This design comes from an exercise in tuning for small area on the open sky130 flow, not from production work. Function was checked by simulation only, so behaviour that the tests miss may differ from the original. No driver is modelled on the clock port, so clocking that relies on it looks cheaper here than on a real chip. Power figures rest on the tool's default switching activity, not on a simulated workload.

Setup of R:
==> flow/design.v (excerpt) <==
module mfcc_dct(
    input         clk,
    input         rst,
    input  [15:0] in_data,
    input         in_valid,
    output        c0_valid,
    output [31:0] c0_data,
    output        c1_valid,
    output [31:0] c1_data,
    output        c2_valid,
    output [31:0] c2_data,
    output        c3_valid,
    output [31:0] c3_data,
    output        c4_valid,
    output [31:0] c4_data,
    output        c5_valid,
    output [31:0] c5_data,
    output        c6_valid,
    output [31:0] c6_data,
    output        c7_valid,
    output [31:0] c7_data,
    output        c8_valid,
    output [31:0] c8_data,
    output        c9_valid,
    output [31:0] c9_data,
    output        c10_valid,
    output [31:0] c10_data,
    output        c11_valid,
    output [31:0] c11_data,
    output        c12_valid,
    output [31:0] c12_data
    );
Size in the first run: ~6,300 cells after synthesis, about 2,300 flip-flops, roughly 450 I/O pins, roughly 76,000 um^2 of cells after synthesis.
clock: 10.0 ns
lec_check: 0
abc_area: 1
cap_margin: 20
core_margin: 2
core_utilization: 70
place_density: 0.8
slew_margin: 20
standard.sh (not shown) runs the stock make flow with config.mk's settings and CLKGATE_MAP_FILE= SYNTH_SCRIPT=/design/flow/synth_recipe.tcl, a recipe that flattens the netlist after the stock synthesis.
==> flow/flow/run.sh <==
#!/bin/bash
# Own flow: the standard layout (standard.sh: standard synthesis, floorplan, placement,
# CTS, routing) with two changes passed to ORFS through its own variables:
#  - the port buffers that buffer_ports inserts are sky130_fd_sc_hd__buf_1 (ORFS otherwise picks
#    clkdlybuf4s50_1, 10 um2 each); every port still gets its buffer;
#  - clock_tree_synthesis runs without dummy loads.
set -euo pipefail
cd "$(dirname "$0")/.."
export BUFFER_PORTS_ARGS="-buffer_cell sky130_fd_sc_hd__buf_1"
export CTS_ARGS="-sink_clustering_enable -repair_clock_nets -dont_use_dummy_load -buf_list sky130_fd_sc_hd__clkbuf_16 -sink_clustering_size 30 -sink_clustering_max_diameter 60"
bash standard.sh > standard_flow.log 2>&1
For T, these inputs were changed with respect to R:
Settings: CTS_BUF_LIST now sky130_fd_sc_hd__clkbuf_16, previously not set; CORE_UTILIZATION now 65, was 70; CTS_CLUSTER_SIZE now 30, previously not set; CTS_CLUSTER_DIAMETER now 60, previously not set; PLACE_DENSITY now 0.75, was 0.8.
--- outcome ---
Between T and R, critical path depth is lower for T, R comes in above that. T against R; HPWL after detailed placement is down slightly. For R, the start point of the critical path was j1[1], unlike T, where it was n[2]. Sequential share of layout area delta (T -> R): insignificant. Top fanout value on the critical path for T: 3 down relative to R.

========
v23:
mfcc_dct, a different RTL version from the one above (not shown whole).
Size: about 6600 cells after synthesis, about 2400 flip-flops, roughly 450 I/O pins, ~77000 um^2 of cells after synthesis.
// mfcc_dct
module mfcc_dct(
    input         clk,
    input         rst,
    input  [15:0] in_data,
    input         in_valid,
    output        c0_valid,
    output [31:0] c0_data,
    output        c1_valid,
    output [31:0] c1_data,
    output        c2_valid,
    output [31:0] c2_data,
    output        c3_valid,
    output [31:0] c3_data,
    output        c4_valid,
    output [31:0] c4_data,
    output        c5_valid,
    output [31:0] c5_data,
    output        c6_valid,
    output [31:0] c6_data,
    output        c7_valid,
    output [31:0] c7_data,
    output        c8_valid,
    output [31:0] c8_data,
    output        c9_valid,
    output [31:0] c9_data,
    output        c10_valid,
    output [31:0] c10_data,
    output        c11_valid,
    output [31:0] c11_data,
    output        c12_valid,
    output [31:0] c12_data
    );
Settings: LEC_CHECK=0, ABC_AREA=1, CAP_MARGIN=20, CORE_MARGIN=2, CORE_UTILIZATION=75, PLACE_DENSITY=0.85, SLEW_MARGIN=20; clock period 10.0 ns.
Scripts as last shown in full above: flow/flow/run.sh
Both conditions hold for v23: the flow ran to the end and the final layout passed the timing, design-rule and antenna checks.
[inputs] v10 vs v23
==> flow/flow/run.sh <==
#!/bin/bash
# Own flow: the standard layout (standard.sh: standard synthesis, floorplan, placement,
# CTS, routing) with these changes passed to ORFS through its own variables:
#  - the port buffers that buffer_ports inserts are sky130_fd_sc_hd__buf_1 (ORFS otherwise picks
#    clkdlybuf4s50_1, 10 um2 each); every port still gets its buffer;
#  - clock_tree_synthesis: clkbuf_16 sink clusters of up to 30 registers within 60 um, and no
#    dummy loads.
set -euo pipefail
cd "$(dirname "$0")/.."
export REMOVE_ABC_BUFFERS=1
export BUFFER_PORTS_ARGS="-buffer_cell sky130_fd_sc_hd__buf_1"
export CTS_ARGS="-sink_clustering_enable -repair_clock_nets -dont_use_dummy_load -buf_list sky130_fd_sc_hd__clkbuf_16 -sink_clustering_size 30 -sink_clustering_max_diameter 60"
bash standard.sh > standard_flow.log 2>&1
--- a/flow/config.mk
+++ b/flow/config.mk
@@ -9,5 +9,6 @@
 export CAP_MARGIN = 20
 export CORE_MARGIN = 2
-export CORE_UTILIZATION = 75
-export PLACE_DENSITY = 0.85
+export CORE_UTILIZATION = 65
+export GPL_TIMING_DRIVEN = 0
+export PLACE_DENSITY = 0.75
 export SLEW_MARGIN = 20
### Flow results
- Taking v23 as the reference, in v10 setup slack after layout went down 0.11 ns; static power due to leakage went up 0.26 nW.
- In the floorplan summary, v10 is listed with a die area greater than that of v23.
- Tightest hold margin: higher on v10
- Peak supply drop grows by a few percent when moving from v23 to v10.
- v23 has a higher overall global routing resource usage than v10.
- Compared with v23, the router placed fewer vias in v10.
- Row wire length: v10 lower / v23 higher
- Final critical-path required period: lower on v23
- When v10 is set beside v23, its area overhead of the layout relative to synthesis turns out to be 1.5 points larger.
Relative to v10, the following input files were edited for v24:
==> flow/flow/run.sh <==
#!/bin/bash
# Own flow: the standard layout (standard.sh: standard synthesis, floorplan, placement,
# CTS, routing) with two changes passed to ORFS through its own variables:
#  - the port buffers that buffer_ports inserts are sky130_fd_sc_hd__buf_1 (ORFS otherwise picks
#    clkdlybuf4s50_1, 10 um2 each); every port still gets its buffer;
#  - clock_tree_synthesis runs without dummy loads.
set -euo pipefail
cd "$(dirname "$0")/.."
export BUFFER_PORTS_ARGS="-buffer_cell sky130_fd_sc_hd__buf_1"
export CTS_ARGS="-sink_clustering_enable -repair_clock_nets -dont_use_dummy_load -buf_list sky130_fd_sc_hd__clkbuf_16 -sink_clustering_size 30 -sink_clustering_max_diameter 60"
bash standard.sh > standard_flow.log 2>&1
--- a/flow/config.mk
+++ b/flow/config.mk
@@ -10,5 +10,7 @@
 export CORE_MARGIN = 2
 export CORE_UTILIZATION = 65
-export GPL_TIMING_DRIVEN = 0
+export CTS_BUF_LIST = sky130_fd_sc_hd__clkbuf_16
+export CTS_CLUSTER_DIAMETER = 60
+export CTS_CLUSTER_SIZE = 30
 export PLACE_DENSITY = 0.75
 export SLEW_MARGIN = 20
Results
A endpoint of the worst setup timing path of rA[1][30] is what v10 shows, while rA4h belongs to v24.
Compared with v10, the detailed router inserted more vias in v24.
The count of placed standard cells in the final layout, fillers left out was comparable across v24 and v10.
Lower required time of the critical path goes to v24 over v10.
Taking v10 as the reference point, the fraction of area in registers of v24 rises by 0.56 points.

========
== pepper ==
mfcc_dct, a different RTL version from the one above (not shown whole).
Size in the first run: roughly 2300 flip-flops, roughly 450 I/O pins, roughly 0.075 mm² of cells after synthesis.
Design mfcc_dct, start of the top module:
module mfcc_dct(
    input         clk,
    input         rst,
    input  [15:0] in_data,
    input         in_valid,
    output        c0_valid,
    output [31:0] c0_data,
    output        c1_valid,
    output [31:0] c1_data,
    output        c2_valid,
    output [31:0] c2_data,
    output        c3_valid,
    output [31:0] c3_data,
    output        c4_valid,
    output [31:0] c4_data,
    output        c5_valid,
    output [31:0] c5_data,
    output        c6_valid,
    output [31:0] c6_data,
    output        c7_valid,
    output [31:0] c7_data,
    output        c8_valid,
    output [31:0] c8_data,
    output        c9_valid,
    output [31:0] c9_data,
    output        c10_valid,
    output [31:0] c10_data,
    output        c11_valid,
    output [31:0] c11_data,
    output        c12_valid,
    output [31:0] c12_data
    );
export LEC_CHECK = 0
export ABC_AREA = 1
export CAP_MARGIN = 20
export CORE_MARGIN = 2
export CORE_UTILIZATION = 65
export GPL_TIMING_DRIVEN = 0
export PLACE_DENSITY = 0.75
export SLEW_MARGIN = 20
create_clock -name core_clock -period 10.0 [get_ports {clk}]
==> flow/flow/run.sh <==
#!/bin/bash
# Own flow: the standard layout (standard.sh: standard synthesis, floorplan, placement,
# CTS, routing) with these changes passed to ORFS through its own variables:
#  - the port buffers that buffer_ports inserts are sky130_fd_sc_hd__buf_1 (ORFS otherwise picks
#    clkdlybuf4s50_1, 10 um2 each); every port still gets its buffer;
#  - clock_tree_synthesis: clkbuf_16 sink clusters of up to 30 registers within 60 um, and no
#    dummy loads.
set -euo pipefail
cd "$(dirname "$0")/.."
export REMOVE_ABC_BUFFERS=1
export BUFFER_PORTS_ARGS="-buffer_cell sky130_fd_sc_hd__buf_1"
export CTS_ARGS="-sink_clustering_enable -repair_clock_nets -dont_use_dummy_load -buf_list sky130_fd_sc_hd__clkbuf_16 -sink_clustering_size 30 -sink_clustering_max_diameter 60"
bash standard.sh > standard_flow.log 2>&1
For juniper, these inputs were changed with respect to pepper:
# pepper
export LEC_CHECK = 0
export ABC_AREA = 1
export CAP_MARGIN = 20
export CORE_MARGIN = 2
export CORE_UTILIZATION = 65
export GPL_TIMING_DRIVEN = 0
export PLACE_DENSITY = 0.75
export SLEW_MARGIN = 20
create_clock -name core_clock -period 10.0 [get_ports {clk}]
# juniper
export LEC_CHECK = 0
export ABC_AREA = 1
export CAP_MARGIN = 20
export CORE_MARGIN = 2
export CORE_UTILIZATION = 72
export PLACE_DENSITY = 0.82
export SLEW_MARGIN = 20
create_clock -name core_clock -period 10.0 [get_ports {clk}]
==> flow/flow/run.sh <==
#!/bin/bash
# Own flow: the standard layout (standard.sh: standard synthesis, floorplan, placement,
# CTS, routing) with two changes passed to ORFS through its own variables:
#  - the port buffers that buffer_ports inserts are sky130_fd_sc_hd__buf_1 (ORFS otherwise picks
#    clkdlybuf4s50_1, 10 um2 each); every port still gets its buffer;
#  - clock_tree_synthesis runs without dummy loads.
set -euo pipefail
cd "$(dirname "$0")/.."
export BUFFER_PORTS_ARGS="-buffer_cell sky130_fd_sc_hd__buf_1"
export CTS_ARGS="-sink_clustering_enable -repair_clock_nets -dont_use_dummy_load -buf_list sky130_fd_sc_hd__clkbuf_16 -sink_clustering_size 34 -sink_clustering_max_diameter 70"
bash standard.sh > standard_flow.log 2>&1
Results
juniper completed; timing, DRC and antenna clean
Cmp juniper vs pepper: pre-CTS worst setup slack higher in juniper
Comparing overall die height for juniper and pepper, the smaller number came from juniper.
In juniper relative to pepper, number of non-clock buffers in the layout had gone up by a few percent.
Higher fmax among juniper and pepper: juniper
| minimum period implied by the final worst setup slack | juniper vs pepper | better |
Detailed-route vias per instance, juniper vs pepper: up by a little under 10%
Input-level comparison between zinc and juniper:
# juniper
export LEC_CHECK = 0
export ABC_AREA = 1
export CAP_MARGIN = 20
export CORE_MARGIN = 2
export CORE_UTILIZATION = 72
export PLACE_DENSITY = 0.82
export SLEW_MARGIN = 20
create_clock -name core_clock -period 10.0 [get_ports {clk}]
# zinc
export LEC_CHECK = 0
export ABC_AREA = 1
export CAP_MARGIN = 20
export CORE_MARGIN = 2
export CORE_UTILIZATION = 65
export CTS_BUF_LIST = sky130_fd_sc_hd__clkbuf_16
export CTS_CLUSTER_DIAMETER = 60
export CTS_CLUSTER_SIZE = 30
export PLACE_DENSITY = 0.75
export SLEW_MARGIN = 20
create_clock -name core_clock -period 10.0 [get_ports {clk}]
==> summary.txt <==
From juniper to zinc the numbers moved as follows: share of the cycle needed by the critical path after routing fell by 0.49 points; die extent in y rose about 5%.
zinc vs juniper — power share of the clock group rose 0.6 points.
Filler cell count in the final layout sits higher in zinc than in juniper.
Diff juniper -> zinc: final critical delay including setup and external delays fell 0.049 ns, routed wire length per instance shrank by 10%, number of vias per cell decreased by about 6% relative to the old numbers.
Summary of zinc over juniper: placer's final routability congestion estimate has increased, worst setup slack after layout has increased.
### zinc -> violet
--- a/flow/flow/run.sh
+++ b/flow/flow/run.sh
@@ -8,4 +8,4 @@
 cd "$(dirname "$0")/.."
 export BUFFER_PORTS_ARGS="-buffer_cell sky130_fd_sc_hd__buf_1"
-export CTS_ARGS="-sink_clustering_enable -repair_clock_nets -dont_use_dummy_load -buf_list sky130_fd_sc_hd__clkbuf_16 -sink_clustering_size 34 -sink_clustering_max_diameter 70"
+export CTS_ARGS="-sink_clustering_enable -repair_clock_nets -dont_use_dummy_load -buf_list sky130_fd_sc_hd__clkbuf_16 -tree_buf sky130_fd_sc_hd__clkbuf_8 -sink_clustering_size 30 -sink_clustering_max_diameter 60"
 bash standard.sh > standard_flow.log 2>&1
Findings:
violet: all stages complete, timing, DRC and antenna checks passed
Setup slack in violet vs zinc: down 0.030 ns
Wire: violet routes more than zinc
Relative to zinc, the part of the cycle the worst path needs of violet is higher by 0.30 points.
Of violet and zinc, the higher achievable frequency belongs to zinc.
In violet, area added between synthesis and finish is higher than in zinc.
Combinational share of power in violet vs zinc: down 0.6 points
Average wire per cell in the routed design essentially unchanged between violet and zinc.
[inputs] fjord vs violet
--- a/flow/flow/run.sh
+++ b/flow/flow/run.sh
@@ -8,4 +8,4 @@
 cd "$(dirname "$0")/.."
 export BUFFER_PORTS_ARGS="-buffer_cell sky130_fd_sc_hd__buf_1"
-export CTS_ARGS="-sink_clustering_enable -repair_clock_nets -dont_use_dummy_load -buf_list sky130_fd_sc_hd__clkbuf_16 -tree_buf sky130_fd_sc_hd__clkbuf_8 -sink_clustering_size 30 -sink_clustering_max_diameter 60"
+export CTS_ARGS="-sink_clustering_enable -repair_clock_nets -dont_use_dummy_load -buf_list sky130_fd_sc_hd__clkbuf_16 -sink_clustering_size 30 -sink_clustering_max_diameter 60"
 bash standard.sh > standard_flow.log 2>&1
## What came out
fjord went all the way through synthesis, placement and routing and the layout is clean on timing, DRC and antenna. Multi-input logic portion of the cell area came out exactly the same in fjord and violet. Between fjord and violet, the difference in relative contribution of sequential cells to total power is negligible. Diff violet..fjord | pin count of the biggest net entering global routing | unchanged. Diff violet..fjord | global routing met2 resource utilization | negligible.

afterwards: timing with drivers on the ports:
No port has a modelled driver above. Below, the same layouts with a new extraction and two added sets of constraints. Step 1 assumes that a clkbuf_16 drives the clock port and a buf_2 every other input. Step 2 times the ports against the registers' clock, not the clock port: input delays grow and output delays shrink by t, the midpoint of the rising clock arrivals with the driver on. a / b / c = ideal ports / drivers / drivers and shift; a / b = the first two.
run | t, ns | setup slack, ns | worst data-port slew with drivers (ns) | pins driven straight from the clock port
R | 0.749 | 0.789 / 0.789 / 0.171 | 0.12 | 1
T | 0.765 | 0.707 / 0.707 / 0.081 | 0.12 | 1
v23 | 0.793 | 0.575 / 0.575 / 0.116 | 0.07 | 1
v10 | 0.748 | 0.467 / 0.467 / -0.114 | 0.14 | 1
v24 | 0.778 | 0.533 / 0.533 / 0.024 | 0.07 | 1
pepper | 0.762 | 0.424 / 0.424 / 0.166 | 0.04 | 1
juniper | 0.757 | 0.662 / 0.662 / 0.511 | 0.07 | 1
zinc | 0.742 | 0.711 / 0.711 / 0.489 | 0.05 | 1
violet | 0.749 | 0.681 / 0.681 / 0.466 | 0.05 | 1
fjord | 0.749 | 0.681 / 0.681 / 0.466 | 0.05 | 1
Met with ideal ports but missed after step 2: setup timing in v10. For T, which loses most, drivers alone change the setup slack by 0.000 ns; drivers and shift together by -0.626 ns.
